Source: an optimization exercise on an open RTL-to-GDS flow (aim: small area). Production flows keep margins and buffers that such runs may drop. The RTL was checked by simulation tests, not by an equivalence proof against the original design.

==> run a: inputs <==
## cpmTop
module cpmTop(
	input clk,
	input reset_n,
	input rx_wenmiao,
	input rx_fakong,
	input rx_adt,
	output tx_wenmiao,
	output tx_fakong,
	output tx_adt,
	input[7:0]  SJA1000_add_data_i,
	output[7:0] SJA1000_add_data_o,
	output      SJA1000_add_data_oe,
	output can_ale,can_cs_n,can_rd_n,can_wr_n,can_rst,
	output convert_dir
    );
==> module can_rw, before the edit <==
module can_rw(
	input		clk,
	input 		reset_n,
	input		rd_start,
	input		wr_start,
	input[7:0]	address,
	input[7:0]	tx_data,
	output reg		en_out,		
	output reg[7:0]	can_out,
	output reg		rd_valid,
	output reg		convert_dir,
	output reg 		can_ale,
	output reg 		can_wr_n,can_rd_n,can_cs_n,
	output reg		rd_done,wr_done
    );
	reg[3:0] 	op_state;
	always @ (posedge clk or negedge reset_n)
		if(!reset_n)
			begin
			op_state		<= 4'd0;
			convert_dir		<= 1'b1;
			en_out			<= 1'b0;
			can_out			<= 8'd0;
			can_ale			<= 1'b0;
			can_cs_n		<= 1'b1;
			can_rd_n		<= 1'b1;
			rd_valid		<= 1'b0;
			rd_done			<= 1'b0;
			wr_done			<= 1'b0;
			can_wr_n		<= 1'b1;
			end
		else if(rd_start)
			case(op_state)
			4'd0:
				begin
				convert_dir	<= 1'b0;
				op_state	<= op_state + 1'b1;
				end
			4'd1,4'd6:
				op_state	<= op_state + 1'b1;
			4'd2:
				begin
				can_out		<= address;
				en_out		<= 1'b1;
				can_ale		<= 1'b1;
				op_state	<= op_state + 1'b1;
				end
			4'd3:
				begin
				can_ale		<= 1'b0;
				op_state	<= op_state + 1'b1;
				end
			4'd4:
				begin
				can_cs_n	<= 1'b0;
				en_out		<= 1'b0;
				convert_dir	<= 1'b1;
				op_state	<= op_state + 1'b1;
				end
			4'd5:
				begin
				can_rd_n	<= 1'b0;
				op_state	<= op_state + 1'b1;
				end
			4'd7:
				begin
				rd_valid	<= 1'b1;
				op_state	<= op_state + 1'b1;
				end
			4'd8:
				begin
				rd_valid	<= 1'b0;
				op_state	<= op_state + 1'b1;
				end
			4'd9:
				begin
				can_rd_n	<= 1'b1;
				op_state	<= op_state + 1'b1;
				end
			4'd10:
				begin
				can_cs_n	<= 1'b1;
				op_state	<= op_state + 1'b1;
				rd_done		<= 1'b1;
				end
			4'd11:
				begin
				op_state	<= 4'd0;
				rd_done		<= 1'b0;
				end
			default:;
			endcase
		else if(wr_start)
			case(op_state)
			4'd0,4'd1:
				begin
				convert_dir	<= 1'b0;
				op_state	<= op_state + 1'b1;
				end
			4'd2:
				begin
				can_out		<= address;
				can_ale		<= 1'b1;
				en_out		<= 1'b1;
				op_state	<= op_state + 1'b1;				
				end
			4'd3:
				begin
				can_ale		<= 1'b0;
				op_state	<= op_state + 1'b1;
				end
			4'd4:
				begin
				can_cs_n	<= 1'b0;
				op_state	<= op_state + 1'b1;
				end
			4'd5:
				begin
				can_wr_n	<= 1'b0;
				op_state	<= op_state + 1'b1;
				end
			4'd6:
				begin
				can_out		<= tx_data;
				op_state	<= op_state + 1'b1;
				end
			4'd7:
				op_state	<= op_state + 1'b1;
			4'd8:
				begin
				can_wr_n	<= 1'b1;
				op_state	<= op_state + 1'b1;
				end
			4'd9:
				begin
				can_cs_n	<= 1'b1;
				wr_done		<= 1'b1;
				en_out		<= 1'b0;
				convert_dir	<= 1'b1;
				op_state	<= op_state + 1'b1;
				end
			4'd10:
				begin
				wr_done		<= 1'b0;
				op_state	<= 4'd0;
				end
			default:;
			endcase
		else
			begin
			op_state		<= 0;
			convert_dir		<= 1'b1;
			en_out			<= 1'b0;
			can_out			<= 8'd0;
			can_ale			<= 1'b0;
			can_cs_n		<= 1'b1;
			can_rd_n		<= 1'b1;
			rd_valid		<= 1'b0;
			rd_done			<= 1'b0;
			can_wr_n		<= 1'b1;
			end
endmodule
==> flow/config.mk <==
export PLATFORM = sky130hd
export DESIGN_NAME = cpmTop
export DESIGN_NICKNAME = cpmTop
export VERILOG_FILES = /design/flow/design.v
export SDC_FILE = /design/flow/constraint.sdc
export NUM_CORES = 4
export LEC_CHECK = 0
export ABC_AREA = 1
export CAP_MARGIN = 20
export CORE_MARGIN = 2
export CORE_UTILIZATION = 65
export CTS_BUF_LIST = sky130_fd_sc_hd__clkbuf_16
export CTS_CLUSTER_DIAMETER = 100
export CTS_CLUSTER_SIZE = 30
export SLEW_MARGIN = 20
==> flow/constraint.sdc <==
create_clock -name core_clock -period 20.0 [get_ports {clk}]
set_input_delay 4.0000 -clock core_clock [delete_from_list [all_inputs] [get_ports {clk}]]
set_output_delay 4.0000 -clock core_clock [all_outputs]
set_load 0.01 [all_outputs]
run.sh (not shown) runs the stock make flow with config.mk's settings and CLKGATE_MAP_FILE= SYNTH_SCRIPT=/design/flow/synth_recipe.tcl, a recipe that flattens the netlist after the stock synthesis.
==> run b (differences from run a) <==
--- a/flow/design.v
+++ b/flow/design.v
@@ -170,158 +170,45 @@
 	input[7:0]	address,
 	input[7:0]	tx_data,
-	output reg		en_out,		
+	output		en_out,
 	output reg[7:0]	can_out,
-	output reg		rd_valid,
-	output reg		convert_dir,
-	output reg 		can_ale,
-	output reg 		can_wr_n,can_rd_n,can_cs_n,
-	output reg		rd_done,wr_done
+	output		rd_valid,
+	output		convert_dir,
+	output 		can_ale,
+	output 		can_wr_n,can_rd_n,can_cs_n,
+	output		rd_done,wr_done
     );
 	reg[3:0] 	op_state;
 	always @ (posedge clk or negedge reset_n)
 		if(!reset_n)
-			begin
-			op_state		<= 4'd0;
-			convert_dir		<= 1'b1;
-			en_out			<= 1'b0;
-			can_out			<= 8'd0;
-			can_ale			<= 1'b0;
-			can_cs_n		<= 1'b1;
-			can_rd_n		<= 1'b1;
-			rd_valid		<= 1'b0;
-			rd_done			<= 1'b0;
-			wr_done			<= 1'b0;
-			can_wr_n		<= 1'b1;
-			end
+			op_state <= 4'd0;
 		else if(rd_start)
-			case(op_state)
-			4'd0:
-				begin
-				convert_dir	<= 1'b0;
-				op_state	<= op_state + 1'b1;
-				end
-			4'd1,4'd6:
-				op_state	<= op_state + 1'b1;
-			4'd2:
-				begin
-				can_out		<= address;
-				en_out		<= 1'b1;
-				can_ale		<= 1'b1;
-				op_state	<= op_state + 1'b1;
-				end
-			4'd3:
-				begin
-				can_ale		<= 1'b0;
-				op_state	<= op_state + 1'b1;
-				end
-			4'd4:
-				begin
-				can_cs_n	<= 1'b0;
-				en_out		<= 1'b0;
-				convert_dir	<= 1'b1;
-				op_state	<= op_state + 1'b1;
-				end
-			4'd5:
-				begin
-				can_rd_n	<= 1'b0;
-				op_state	<= op_state + 1'b1;
-				end
-			4'd7:
-				begin
-				rd_valid	<= 1'b1;
-				op_state	<= op_state + 1'b1;
-				end
-			4'd8:
-				begin
-				rd_valid	<= 1'b0;
-				op_state	<= op_state + 1'b1;
-				end
-			4'd9:
-				begin
-				can_rd_n	<= 1'b1;
-				op_state	<= op_state + 1'b1;
-				end
-			4'd10:
-				begin
-				can_cs_n	<= 1'b1;
-				op_state	<= op_state + 1'b1;
-				rd_done		<= 1'b1;
-				end
-			4'd11:
-				begin
-				op_state	<= 4'd0;
-				rd_done		<= 1'b0;
-				end
-			default:;
-			endcase
+			op_state <= (op_state == 4'd11) ? 4'd0 : op_state + 1'b1;
 		else if(wr_start)
-			case(op_state)
-			4'd0,4'd1:
-				begin
-				convert_dir	<= 1'b0;
-				op_state	<= op_state + 1'b1;
-				end
-			4'd2:
-				begin
-				can_out		<= address;
-				can_ale		<= 1'b1;
-				en_out		<= 1'b1;
-				op_state	<= op_state + 1'b1;				
-				end
-			4'd3:
-				begin
-				can_ale		<= 1'b0;
-				op_state	<= op_state + 1'b1;
-				end
-			4'd4:
-				begin
-				can_cs_n	<= 1'b0;
-				op_state	<= op_state + 1'b1;
-				end
-			4'd5:
-				begin
-				can_wr_n	<= 1'b0;
-				op_state	<= op_state + 1'b1;
-				end
-			4'd6:
-				begin
-				can_out		<= tx_data;
-				op_state	<= op_state + 1'b1;
-				end
-			4'd7:
-				op_state	<= op_state + 1'b1;
-			4'd8:
-				begin
-				can_wr_n	<= 1'b1;
-				op_state	<= op_state + 1'b1;
-				end
-			4'd9:
-				begin
-				can_cs_n	<= 1'b1;
-				wr_done		<= 1'b1;
-				en_out		<= 1'b0;
-				convert_dir	<= 1'b1;
-				op_state	<= op_state + 1'b1;
-				end
-			4'd10:
-				begin
-				wr_done		<= 1'b0;
-				op_state	<= 4'd0;
-				end
-			default:;
-			endcase
+			op_state <= (op_state == 4'd10) ? 4'd0 : op_state + 1'b1;
 		else
-			begin
-			op_state		<= 0;
-			convert_dir		<= 1'b1;
-			en_out			<= 1'b0;
-			can_out			<= 8'd0;
-			can_ale			<= 1'b0;
-			can_cs_n		<= 1'b1;
-			can_rd_n		<= 1'b1;
-			rd_valid		<= 1'b0;
-			rd_done			<= 1'b0;
-			can_wr_n		<= 1'b1;
-			end
+			op_state <= 4'd0;
+	always @ (posedge clk or negedge reset_n)
+		if(!reset_n)
+			can_out <= 8'd0;
+		else if(!rd_start && !wr_start)
+			can_out <= 8'd0;
+		else if(op_state == 4'd2)
+			can_out <= address;
+		else if(!rd_start && (op_state == 4'd6))
+			can_out <= tx_data;
+	wire	wr = wr_start;
+	wire	rd = !wr_start;
+	assign	can_ale		= (op_state == 4'd3);
+	assign	en_out		= (rd && (op_state >= 4'd3) && (op_state <= 4'd4)) ||
+						  (wr && (op_state >= 4'd3) && (op_state <= 4'd9));
+	assign	can_cs_n	= !((rd && (op_state >= 4'd5) && (op_state <= 4'd10)) ||
+						    (wr && (op_state >= 4'd5) && (op_state <= 4'd9)));
+	assign	can_rd_n	= !(rd && (op_state >= 4'd6) && (op_state <= 4'd9));
+	assign	can_wr_n	= !(wr && (op_state >= 4'd6) && (op_state <= 4'd8));
+	assign	convert_dir	= !((rd && (op_state >= 4'd1) && (op_state <= 4'd4)) ||
+						    (wr && (op_state >= 4'd1) && (op_state <= 4'd9)));
+	assign	rd_valid	= rd && (op_state == 4'd8);
+	assign	rd_done		= (op_state == 4'd11);
+	assign	wr_done		= wr && (op_state == 4'd10);
 endmodule
 `timescale 1ns / 1ps
==> results.yml <==
cells_and_area:
  antennaDiodeCount: 0
  multi_input_area_share_pct: 16.2
routing:
  met1Wirelength_mm: 48.5
status:
  status: "complete, no violations"
place:
  placed_cell_area_mm2: 0.0672
sta:
  period_minus_slack_ps: 5800
# the run above: run a

==> results.yml <==
place:
  placed_cell_area_mm2: 0.0670
global_route:
  antenna_found_initial: 0
routing:
  via_per_inst: 4.94
  met1Wirelength_mm: 47.6
cells_and_area:
  antennaDiodeCount: 2
status:
  status: "complete, no violations"
# the run above: run b

## static timing again, ports no longer ideal
Ports are ideal in the flow. The routed layouts listed here were re-timed in OpenROAD.
Step 1 sets driving cells, clkbuf_16 on the clock port and buf_2 on the other inputs (assumed; they add their load-dependent delay and slew).
Step 2, shift: input delay + t, output delay - t, t = (earliest + latest rising clock arrival at the registers) / 2. This alone moves slack from input paths to output paths.
Slacks: no drivers / after step 1 / after step 2; pairs: no drivers / after step 1.
run | t, ns | slack for setup (ns) | worst setup path at the end | latest minus earliest clock arrival (ns) | worst data-port slew with drivers (ns)
run a | 0.776 | 14.198 / 14.131 / 14.412 | input, reset recovery | 0.032 / 0.031 | 0.08
run b | 0.774 | 13.322 / 13.254 / 13.939 | input, reset recovery | 0.036 / 0.036 | 0.07
After both steps every run listed still meets setup and hold. Setup slack includes reset recovery checks.
